From an optimization exercise on the open Yosys and OpenROAD flow, aimed at small area; shortcuts taken in it are not production practice. Function was checked by simulation only, so behaviour that the tests miss may differ from the original. No activity file was given, so power comes from the tool's default toggle rates. The flow treats the clock pin as an ideal source, which a real chip does not have.

Design cardinal_ring, start of the top module:
module cardinal_ring (node0_pesi, node0_peri, node0_pedi, node0_peso, node0_pero, node0_pedo, node0_polarity,
                  node1_pesi, node1_peri, node1_pedi, node1_peso, node1_pero, node1_pedo, node1_polarity,
                  node2_pesi, node2_peri, node2_pedi, node2_peso, node2_pero, node2_pedo, node2_polarity,
                  node3_pesi, node3_peri, node3_pedi, node3_peso, node3_pero, node3_pedo, node3_polarity,
                  clk, reset);
==> flow/config.mk <==
export PLATFORM = sky130hd
export DESIGN_NAME = cardinal_ring
export DESIGN_NICKNAME = cardinal_ring
export VERILOG_FILES = /design/flow/design.v
export SDC_FILE = /design/flow/constraint.sdc
export NUM_CORES = 4
export LEC_CHECK = 0
export CAP_MARGIN = 0
export CORE_MARGIN = 2
export CORE_UTILIZATION = 80
export PLACE_DENSITY = 0.88
export SLEW_MARGIN = 0
export SYNTH_HIERARCHICAL = 1
==> flow/constraint.sdc <==
create_clock -name core_clock -period 5.0 [get_ports {clk}]
set_input_delay 1.0000 -clock core_clock [delete_from_list [all_inputs] [get_ports {clk}]]
set_output_delay 1.0000 -clock core_clock [all_outputs]
set_load 0.01 [all_outputs]
standard.sh (not shown) runs the stock make flow with config.mk's settings and CLKGATE_MAP_FILE= SYNTH_SCRIPT=/design/flow/synth_recipe.tcl, a recipe that flattens the netlist after the stock synthesis.
==> flow/flow/run.sh <==
#!/bin/bash
# Layout flow: the standard flow (standard.sh, standard synthesis
# unchanged) with these changes, set in opts.sh:
#  - port buffers use the smallest buffer (sky130_fd_sc_hd__buf_1),
#  - clock tree synthesis inserts no dummy loads and uses the buffers and
#    sink cluster sizes given in opts.sh,
#  - other ORFS variables exported by opts.sh: PRE_FLOORPLAN_TCL runs
#    downsize.tcl, which sets the synthesized data-path gates to their
#    smallest drive strength before floorplanning (later repair steps
#    upsize or buffer where needed).
# Each tool's full output is in the ORFS logs under orfs/logs; make's own
# output goes to flow.log in the work folder.
set -euo pipefail
HERE="$(cd "$(dirname "${BASH_SOURCE[0]}")" && pwd)"
WORK="$(pwd)"
export BUFFER_PORTS_ARGS="-buffer_cell sky130_fd_sc_hd__buf_1"
CTS_BUFS="sky130_fd_sc_hd__clkbuf_16"
CTS_EXTRA=""
if [[ -f "$HERE/opts.sh" ]]; then source "$HERE/opts.sh"; fi
export CTS_ARGS="-sink_clustering_enable -repair_clock_nets -dont_use_dummy_load -buf_list {$CTS_BUFS} $CTS_EXTRA"
bash "$WORK/standard.sh" > "$WORK/flow.log" 2>&1 || { tail -50 "$WORK/flow.log"; exit 1; }
tail -5 "$WORK/flow.log"
==> flow/flow/downsize.tcl <==
# Downsize the synthesized data-path gates to their smallest drive
# strength; later repair steps upsize or buffer where slew, capacitance or
# timing need it.
set ds_count 0
foreach inst [get_cells *] {
  set master [get_property $inst ref_name]
  if {[regexp {^(sky130_fd_sc_hd__(a221oi|a222oi|a21oi|a22o|a22oi|nor2|nand2|o21ai|inv))_([2-9]|1[0-9])$} $master -> base]} {
    if {[llength [get_lib_cells ${base}_1]] > 0} {
      replace_cell $inst ${base}_1
      incr ds_count
    }
  }
}
puts "downsize: replaced $ds_count instances"
==> flow/flow/opts.sh <==
CTS_BUFS="sky130_fd_sc_hd__clkbuf_16"
CTS_EXTRA="-sink_clustering_size 30 -sink_clustering_max_diameter 120"
export PRE_FLOORPLAN_TCL="$HERE/downsize.tcl"
==> next run, changes <==
--- a/flow/flow/run.sh
+++ b/flow/flow/run.sh
@@ -8,5 +8,6 @@
 #    downsize.tcl, which sets the synthesized data-path gates to their
 #    smallest drive strength before floorplanning (later repair steps
-#    upsize or buffer where needed).
+#    upsize or buffer where needed), and RECOVER_POWER downsizes gates with
+#    timing slack after global routing.
 # Each tool's full output is in the ORFS logs under orfs/logs; make's own
 # output goes to flow.log in the work folder.
==> flow/flow/opts.sh (replaced) <==
CTS_BUFS="sky130_fd_sc_hd__clkbuf_16"
CTS_EXTRA="-sink_clustering_size 30 -sink_clustering_max_diameter 80"
export RECOVER_POWER=100
export PRE_FLOORPLAN_TCL="$HERE/downsize.tcl"
Settings changed: CORE_UTILIZATION 80 to 60, PLACE_DENSITY 0.88 to 0.7.
With this change the flow finished but failed the layout checks on capacitance limit, slew limit.
Register-to-register slack loses 0.93 ns.
Power went up by about 0.44%.
Sequential share of layout area went down by 0.20 points.
Sequential power stays flat.
Wire length is about the same.
Final area hardly moves.
Cell count went up by 5.2%.
Maximum frequency went down by about 22%.
Synthesized area does not change.
==> next run, changes <==
--- a/flow/flow/run.sh
+++ b/flow/flow/run.sh
@@ -8,6 +8,5 @@
 #    downsize.tcl, which sets the synthesized data-path gates to their
 #    smallest drive strength before floorplanning (later repair steps
-#    upsize or buffer where needed), and RECOVER_POWER downsizes gates with
-#    timing slack after global routing.
+#    upsize or buffer where needed).
 # Each tool's full output is in the ORFS logs under orfs/logs; make's own
 # output goes to flow.log in the work folder.
==> flow/flow/opts.sh (replaced) <==
CTS_BUFS="sky130_fd_sc_hd__clkbuf_16"
CTS_EXTRA="-sink_clustering_size 30 -sink_clustering_max_diameter 80"
export PRE_FLOORPLAN_TCL="$HERE/downsize.tcl"
Settings changed: CORE_UTILIZATION 60 to 72, PLACE_DENSITY 0.7 to 0.82.
With this change the flow passed the timing, DRC and antenna checks.
Total power came out lower by about 0.54%.
Register-to-register slack improved by 0.90 ns.
Routed wire length came out lower by about 1.4%.
==> next run, changes <==
==> flow/flow/opts.sh (replaced) <==
CTS_BUFS="sky130_fd_sc_hd__clkbuf_16 sky130_fd_sc_hd__clkbuf_8"
CTS_EXTRA="-sink_clustering_size 30 -sink_clustering_max_diameter 100"
export PRE_FLOORPLAN_TCL="$HERE/downsize.tcl"
Settings changed: CORE_UTILIZATION 72 to 80, PLACE_DENSITY 0.82 to 0.88.
Effect: Global-route usage is higher by 5.3 points. Setup slack gains 0.036 ns. Utilization is higher by 8.0 points. Fmax is higher by 1.1%. Hold slack hardly moves.


cardinal_ring again, from the RTL that the note above started with.
Settings: LEC_CHECK=0, CAP_MARGIN=0, CORE_MARGIN=2, CORE_UTILIZATION=80, PLACE_DENSITY=0.88, SLEW_MARGIN=0, SYNTH_HIERARCHICAL=1; clock period 5.0 ns.
==> flow/flow/run.sh <==
#!/bin/bash
# Layout flow: the standard flow (standard.sh, standard synthesis
# unchanged) with these changes, set in opts.sh:
#  - port buffers use the smallest buffer (sky130_fd_sc_hd__buf_1),
#  - clock tree synthesis inserts no dummy loads and uses the buffers and
#    sink cluster sizes given in opts.sh,
#  - other ORFS variables exported by opts.sh: PRE_FLOORPLAN_TCL runs
#    downsize.tcl, which sets the synthesized data-path gates to their
#    smallest drive strength before floorplanning (later repair steps
#    upsize or buffer where needed).
# Each tool's full output is in the ORFS logs under orfs/logs; make's own
# output goes to flow.log in the work folder.
set -euo pipefail
HERE="$(cd "$(dirname "${BASH_SOURCE[0]}")" && pwd)"
WORK="$(pwd)"
export BUFFER_PORTS_ARGS="-buffer_cell sky130_fd_sc_hd__buf_1"
CTS_BUFS="sky130_fd_sc_hd__clkbuf_16"
CTS_EXTRA=""
if [[ -f "$HERE/opts.sh" ]]; then source "$HERE/opts.sh"; fi
export CTS_ARGS="-sink_clustering_enable -repair_clock_nets -dont_use_dummy_load -buf_list {$CTS_BUFS} $CTS_EXTRA"
bash "$WORK/standard.sh" > "$WORK/flow.log" 2>&1 || { tail -50 "$WORK/flow.log"; exit 1; }
tail -5 "$WORK/flow.log"
==> flow/flow/opts.sh <==
CTS_BUFS="sky130_fd_sc_hd__clkbuf_16"
CTS_EXTRA="-sink_clustering_size 30 -sink_clustering_max_diameter 80"
export PRE_FLOORPLAN_TCL="$HERE/downsize.tcl"
Scripts as last shown in full above: flow/flow/downsize.tcl
Change:
--- a/flow/config.mk
+++ b/flow/config.mk
@@ -9,4 +9,4 @@
 export CORE_MARGIN = 2
-export CORE_UTILIZATION = 80
-export PLACE_DENSITY = 0.88
+export CORE_UTILIZATION = 60
+export PLACE_DENSITY = 0.7
 export SLEW_MARGIN = 0
The changed run completed without violations.
Total power came out higher by 0.46%.
Via count came out lower by 6.0%.
Clock power is about the same.
Sequential cell count stays the same.


== the previous run ==
cardinal_ring, a different RTL version from the one above (not shown whole).
Size: about 5,900 cells after synthesis, ~3,000 flip-flops, ~530 I/O pins, ~81,000 sq um of cells after synthesis.
clock: 5.0 ns
lec_check: 0
cap_margin: 0
core_margin: 2
core_utilization: 60
place_density: 0.7
slew_margin: 0
synth_hierarchical: 1
==> flow/flow/run.sh <==
#!/bin/bash
# Layout flow: the standard flow (standard.sh) with three changes:
#  - port buffers use the smallest buffer (sky130_fd_sc_hd__buf_1),
#  - clock tree synthesis inserts no dummy loads and uses the buffers and
#    cluster sizes set in opts.sh,
#  - any further ORFS variables set in opts.sh.
# The standard synthesis runs unchanged. Each tool's full output is in
# the ORFS logs under orfs/logs; make's own output goes to flow.log here.
set -euo pipefail
HERE="$(cd "$(dirname "${BASH_SOURCE[0]}")" && pwd)"
WORK="$(pwd)"
export BUFFER_PORTS_ARGS="-buffer_cell sky130_fd_sc_hd__buf_1"
CTS_BUFS="sky130_fd_sc_hd__clkbuf_8"
CTS_EXTRA=""
if [[ -f "$HERE/opts.sh" ]]; then source "$HERE/opts.sh"; fi
export CTS_ARGS="-sink_clustering_enable -repair_clock_nets -dont_use_dummy_load -buf_list {$CTS_BUFS} $CTS_EXTRA"
bash "$WORK/standard.sh" > "$WORK/flow.log" 2>&1 || { tail -50 "$WORK/flow.log"; exit 1; }
tail -5 "$WORK/flow.log"
==> flow/flow/opts.sh <==
CTS_BUFS="sky130_fd_sc_hd__clkbuf_8"
diff inputs: the previous run => the current run
==> flow/flow/opts.sh <==
CTS_BUFS="sky130_fd_sc_hd__clkbuf_16"; CTS_EXTRA="-sink_clustering_size 30 -sink_clustering_max_diameter 80"
--- outcome ---
The current run: delay contributed by the slowest stage of the critical path is 0.09 ns lower than what the previous run reported.
When the final numbers for the previous run and the current run were put side by side, the vias after detailed routing turned out to be greater in the previous run.
Comparing the previous run and the current run, the lower area growth from synthesis to final layout was measured on the current run.
Looking at sequential share of cell area across the previous run and the current run, the one that comes out lower is the previous run.


The RTL this note starts from:
==> flow/design.v <==
module buffer_right (s1, a, s2, b, s3, c, y);
    input s1, s2, s3;
    input [60:0] a, b, c;
    output [60:0] y;
    assign y = ({61{s1}} & a) | ({61{s2}} & b) | ({61{s3}} & c);
endmodule
module cardinal_router (cwsi, cwri, cwdi, ccwsi, ccwri, ccwdi, pesi, peri, pedi,
               cwso, cwro, cwdo, ccwso, ccwro, ccwdo, peso, pero, pedo,
               polarity, clk, reset);
    input cwsi, cwro, ccwsi, ccwro, pesi, pero, clk, reset, polarity;
    input [60:0] cwdi, ccwdi;        
    input [63:0] pedi;
    output cwri, cwso, ccwri, ccwso, peri, peso;
    output [60:0] cwdo, ccwdo;       
    output [63:0] pedo;
    reg [60:0] cwi_e, cwi_w, ccwi_e, ccwi_w;    
    reg [62:0] pei_e, pei_w;                    
    reg cwi_fe, cwi_fw, ccwi_fe, ccwi_fw, pei_fe, pei_fw;
    reg [60:0] cwo_o, cwo_w, ccwo_o, ccwo_w;    
    reg [60:0] peo_o, peo_w;                    
    reg cwo_fo, cwo_fw, ccwo_fo, ccwo_fw, peo_fo, peo_fw;
    reg cwo_g, ccwo_g, peo_g;
    wire cwo_ri  = ~cwo_fw;
    wire ccwo_ri = ~ccwo_fw;
    wire peo_ri  = ~peo_fw;
    wire cwi_so_cw   = cwi_fe & cwo_ri & cwi_e[48];
    wire cwi_so_pe   = cwi_fe & peo_ri & ~cwi_e[48];
    wire ccwi_so_ccw = ccwi_fe & ccwo_ri & ccwi_e[48];
    wire ccwi_so_pe  = ccwi_fe & peo_ri & ~ccwi_e[48];
    wire pei_so_cw   = pei_fe & cwo_ri & ~pei_e[62];
    wire pei_so_ccw  = pei_fe & ccwo_ri & pei_e[62];
    wire cwo_g1 = cwi_so_cw & ~(pei_so_cw & cwo_g);
    wire cwo_g2 = pei_so_cw & ~(cwi_so_cw & ~cwo_g);
    wire cwo_si = cwi_so_cw | pei_so_cw;
    wire ccwo_g1 = ccwi_so_ccw & ~(pei_so_ccw & ccwo_g);
    wire ccwo_g2 = pei_so_ccw & ~(ccwi_so_ccw & ~ccwo_g);
    wire ccwo_si = ccwi_so_ccw | pei_so_ccw;
    wire peo_g1 = cwi_so_pe & ~(ccwi_so_pe & peo_g);
    wire peo_g2 = ccwi_so_pe & ~(cwi_so_pe & ~peo_g);
    wire peo_si = cwi_so_pe | ccwi_so_pe;
    assign cwri  = ~cwi_fw;
    assign ccwri = ~ccwi_fw;
    assign peri  = ~pei_fw;
    assign cwso  = cwo_fo & cwro;
    assign ccwso = ccwo_fo & ccwro;
    assign peso  = peo_fo & pero;
    wire pe_take = pesi & (pedi[63] ^ polarity);
    wire [60:0] cwo_l1  = {cwi_e[60:55], 1'b0, cwi_e[54:49], cwi_e[47:0]};
    wire [60:0] cwo_l2  = {pei_e[61:56], pei_e[55:49], pei_e[47:0]};
    wire [60:0] ccwo_l1 = {ccwi_e[60:55], 1'b0, ccwi_e[54:49], ccwi_e[47:0]};
    wire [60:0] ccwo_l2 = cwo_l2;
    wire [60:0] peo_l1  = {1'b0, cwi_e[60:55], cwi_e[54:49], cwi_e[47:0]};
    wire [60:0] peo_l2  = {1'b1, ccwi_e[60:55], ccwi_e[54:49], ccwi_e[47:0]};
    reg cwi_fwn, ccwi_fwn, pei_fwn;
    wire [60:0] cwo_d, ccwo_d, peo_d;
    buffer_right cwo_sel (cwo_g1, cwo_l1, cwo_g2, cwo_l2, cwo_fw, cwo_w, cwo_d);
    buffer_right ccwo_sel (ccwo_g1, ccwo_l1, ccwo_g2, ccwo_l2, ccwo_fw, ccwo_w, ccwo_d);
    buffer_right peo_sel (peo_g1, peo_l1, peo_g2, peo_l2, peo_fw, peo_w, peo_d);
    always @(posedge clk) begin
        cwi_e  <= ({61{cwi_fw}} & cwi_w) | ({61{cwi_fwn}} & cwdi);
        cwi_w  <= cwi_e;
        ccwi_e <= ({61{ccwi_fw}} & ccwi_w) | ({61{ccwi_fwn}} & ccwdi);
        ccwi_w <= ccwi_e;
        pei_e  <= ({63{pei_fw}} & pei_w) | ({63{pei_fwn}} & pedi[62:0]);
        pei_w  <= pei_e;
        cwo_o  <= cwo_d;
        cwo_w  <= cwo_o;
        ccwo_o <= ccwo_d;
        ccwo_w <= ccwo_o;
        peo_o  <= peo_d;
        peo_w  <= peo_o;
    end
    wire cwi_fw_nx  = cwi_fe & ~(cwo_g1 | peo_g1);
    wire ccwi_fw_nx = ccwi_fe & ~(ccwo_g1 | peo_g2);
    wire pei_fw_nx  = pei_fe & ~(cwo_g2 | ccwo_g2);
    wire cwo_fw_nx  = cwo_fo & ~cwro;
    wire ccwo_fw_nx = ccwo_fo & ~ccwro;
    wire peo_fw_nx  = peo_fo & ~pero;
    always @(posedge clk) begin
        if (reset) begin
            cwi_fwn <= 1; ccwi_fwn <= 1; pei_fwn <= 1;
        end else begin
            cwi_fwn <= ~cwi_fw_nx;
            ccwi_fwn <= ~ccwi_fw_nx;
            pei_fwn <= ~pei_fw_nx;
        end
    end
    always @(posedge clk) begin
        if (reset) begin
            cwi_fe <= 0; cwi_fw <= 0;
            ccwi_fe <= 0; ccwi_fw <= 0;
            pei_fe <= 0; pei_fw <= 0;
            cwo_fo <= 0; cwo_fw <= 0;
            ccwo_fo <= 0; ccwo_fw <= 0;
            peo_fo <= 0; peo_fw <= 0;
            cwo_g <= 0; ccwo_g <= 0; peo_g <= 0;
        end else begin
            cwi_fe  <= cwi_fw | cwsi;
            cwi_fw  <= cwi_fw_nx;
            ccwi_fe <= ccwi_fw | ccwsi;
            ccwi_fw <= ccwi_fw_nx;
            pei_fe  <= pei_fw | pe_take;
            pei_fw  <= pei_fw_nx;
            cwo_fo  <= cwo_fw | cwo_si;
            cwo_fw  <= cwo_fw_nx;
            ccwo_fo <= ccwo_fw | ccwo_si;
            ccwo_fw <= ccwo_fw_nx;
            peo_fo  <= peo_fw | peo_si;
            peo_fw  <= peo_fw_nx;
            cwo_g  <= cwo_g  ^ (cwi_so_cw & pei_so_cw);
            ccwo_g <= ccwo_g ^ (ccwi_so_ccw & pei_so_ccw);
            peo_g  <= peo_g  ^ (cwi_so_pe & ccwi_so_pe);
        end
    end
    assign pedo = {~polarity, peo_o[60:54], 2'b00, peo_o[53:0]};
    assign cwdo  = cwo_o;
    assign ccwdo = ccwo_o;
endmodule
module cardinal_ring (node0_pesi, node0_peri, node0_pedi, node0_peso, node0_pero, node0_pedo, node0_polarity,
                  node1_pesi, node1_peri, node1_pedi, node1_peso, node1_pero, node1_pedo, node1_polarity,
                  node2_pesi, node2_peri, node2_pedi, node2_peso, node2_pero, node2_pedo, node2_polarity,
                  node3_pesi, node3_peri, node3_pedi, node3_peso, node3_pero, node3_pedo, node3_polarity,
                  clk, reset);
    input clk, reset;
    input node0_pesi, node0_pero;
    input [63:0] node0_pedi;
    output node0_peri, node0_peso, node0_polarity;
    output [63:0] node0_pedo;
    input node1_pesi, node1_pero;
    input [63:0] node1_pedi;
    output node1_peri, node1_peso, node1_polarity;
    output [63:0] node1_pedo;
    input node2_pesi, node2_pero;
    input [63:0] node2_pedi;
    output node2_peri, node2_peso, node2_polarity;
    output [63:0] node2_pedo;
    input node3_pesi, node3_pero;
    input [63:0] node3_pedi;
    output node3_peri, node3_peso, node3_polarity;
    output [63:0] node3_pedo;
    reg polarity;
    always @(posedge clk) begin
        if (reset) polarity <= 0;
        else polarity <= ~polarity;
    end
    assign node0_polarity = polarity;
    assign node1_polarity = polarity;
    assign node2_polarity = polarity;
    assign node3_polarity = polarity;
    wire cwso_0, cwso_1, cwso_2, cwso_3;
    wire ccwso_0, ccwso_1, ccwso_2, ccwso_3;
    wire cwri_0, cwri_1, cwri_2, cwri_3;
    wire ccwri_0, ccwri_1, ccwri_2, ccwri_3;
    wire [60:0] cwdo_0, cwdo_1, cwdo_2, cwdo_3;
    wire [60:0] ccwdo_0, ccwdo_1, ccwdo_2, ccwdo_3;
    cardinal_router router_0 (cwso_3, cwri_0, cwdo_3, ccwso_1, ccwri_0, ccwdo_1, node0_pesi, node0_peri, node0_pedi,
                          cwso_0, cwri_1, cwdo_0, ccwso_0, ccwri_3, ccwdo_0, node0_peso, node0_pero, node0_pedo,
                          polarity, clk, reset);
    cardinal_router router_1 (cwso_0, cwri_1, cwdo_0, ccwso_2, ccwri_1, ccwdo_2, node1_pesi, node1_peri, node1_pedi,
                          cwso_1, cwri_2, cwdo_1, ccwso_1, ccwri_0, ccwdo_1, node1_peso, node1_pero, node1_pedo,
                          polarity, clk, reset);
    cardinal_router router_2 (cwso_1, cwri_2, cwdo_1, ccwso_3, ccwri_2, ccwdo_3, node2_pesi, node2_peri, node2_pedi,
                          cwso_2, cwri_3, cwdo_2, ccwso_2, ccwri_1, ccwdo_2, node2_peso, node2_pero, node2_pedo,
                          polarity, clk, reset);
    cardinal_router router_3 (cwso_2, cwri_3, cwdo_2, ccwso_0, ccwri_3, ccwdo_0, node3_pesi, node3_peri, node3_pedi,
                          cwso_3, cwri_0, cwdo_3, ccwso_3, ccwri_2, ccwdo_3, node3_peso, node3_pero, node3_pedo,
                          polarity, clk, reset);
endmodule
clock: 5.0 ns
lec_check: 0
cap_margin: 0
core_margin: 2
core_utilization: 60
cts_buf_list: sky130_fd_sc_hd__clkbuf_4
place_density: 0.7
slew_margin: 0
synth_hierarchical: 1
run.sh (not shown) runs the stock make flow with config.mk's settings and CLKGATE_MAP_FILE= SYNTH_SCRIPT=/design/flow/synth_recipe.tcl, a recipe that flattens the netlist after the stock synthesis.
Stock flow here: none of the scripts above is used.
==> next run, changes <==
Settings changed: CORE_UTILIZATION 60 to 45, CTS_BUF_LIST sky130_fd_sc_hd__clkbuf_4 to sky130_fd_sc_hd__clkbuf_8, PLACE_DENSITY 0.7 to 0.6.
The new run finished clean.
Power rises by 2.0%.
Worst setup slack gains 190 ps.
Via count drops by 5.7%.
Fmax came out higher by 5.1%.
Worst hold slack gains 77 ps.
Flip-flop and latch count does not change.

-- afterwards: timing with drivers on the ports --
The results above use ideal ports. As a check the final layouts listed here were re-extracted and re-timed, cells and wires unchanged.
Step 1, drivers: a clkbuf_16 drives clk and a buf_2 each remaining input, both assumed.
Step 2 also shifts input and output timing later by t, the mid clock arrival at the registers, as if the neighbouring blocks saw the same clock.
a / b / c = no drivers / after step 1 / after step 2; a / b = the first two.
run	shift t [ns]	setup WS [ns]	worst setup path at the end	clock arrival spread, ns	pins driven straight from the clock port
the first run of note 1	0.823	1.748 / 1.748 / 1.629	input to register	0.036 / 0.035	1
the second run of note 1	0.834	0.815 / 0.815 / 0.223	input to register	0.075 / 0.076	1
the third run of note 1	0.806	1.712 / 1.712 / 1.556	input to register	0.048 / 0.048	1
the fourth run of note 1	0.823	1.748 / 1.748 / 1.629	input to register	0.036 / 0.035	1
the first run of note 2	0.823	1.748 / 1.748 / 1.629	input to register	0.036 / 0.035	1
the second run of note 2	0.834	1.675 / 1.675 / 1.498	input to register	0.075 / 0.075	1
the previous run	1.124	1.758 / 1.676 / 2.055	register to register	0.127 / 0.126	1
the current run	0.820	2.015 / 1.988 / 2.015	register to register	0.078 / 0.078	1
the first run of note 4	1.407	1.201 / 1.121 / 1.820	input to output	0.110 / 0.110	1
the second run of note 4	1.168	1.387 / 1.300 / 1.846	input to output	0.068 / 0.068	1
The setup slack of the second run of note 1, which loses most, moves by 0.000 ns with the drivers and by -0.592 ns with both steps.
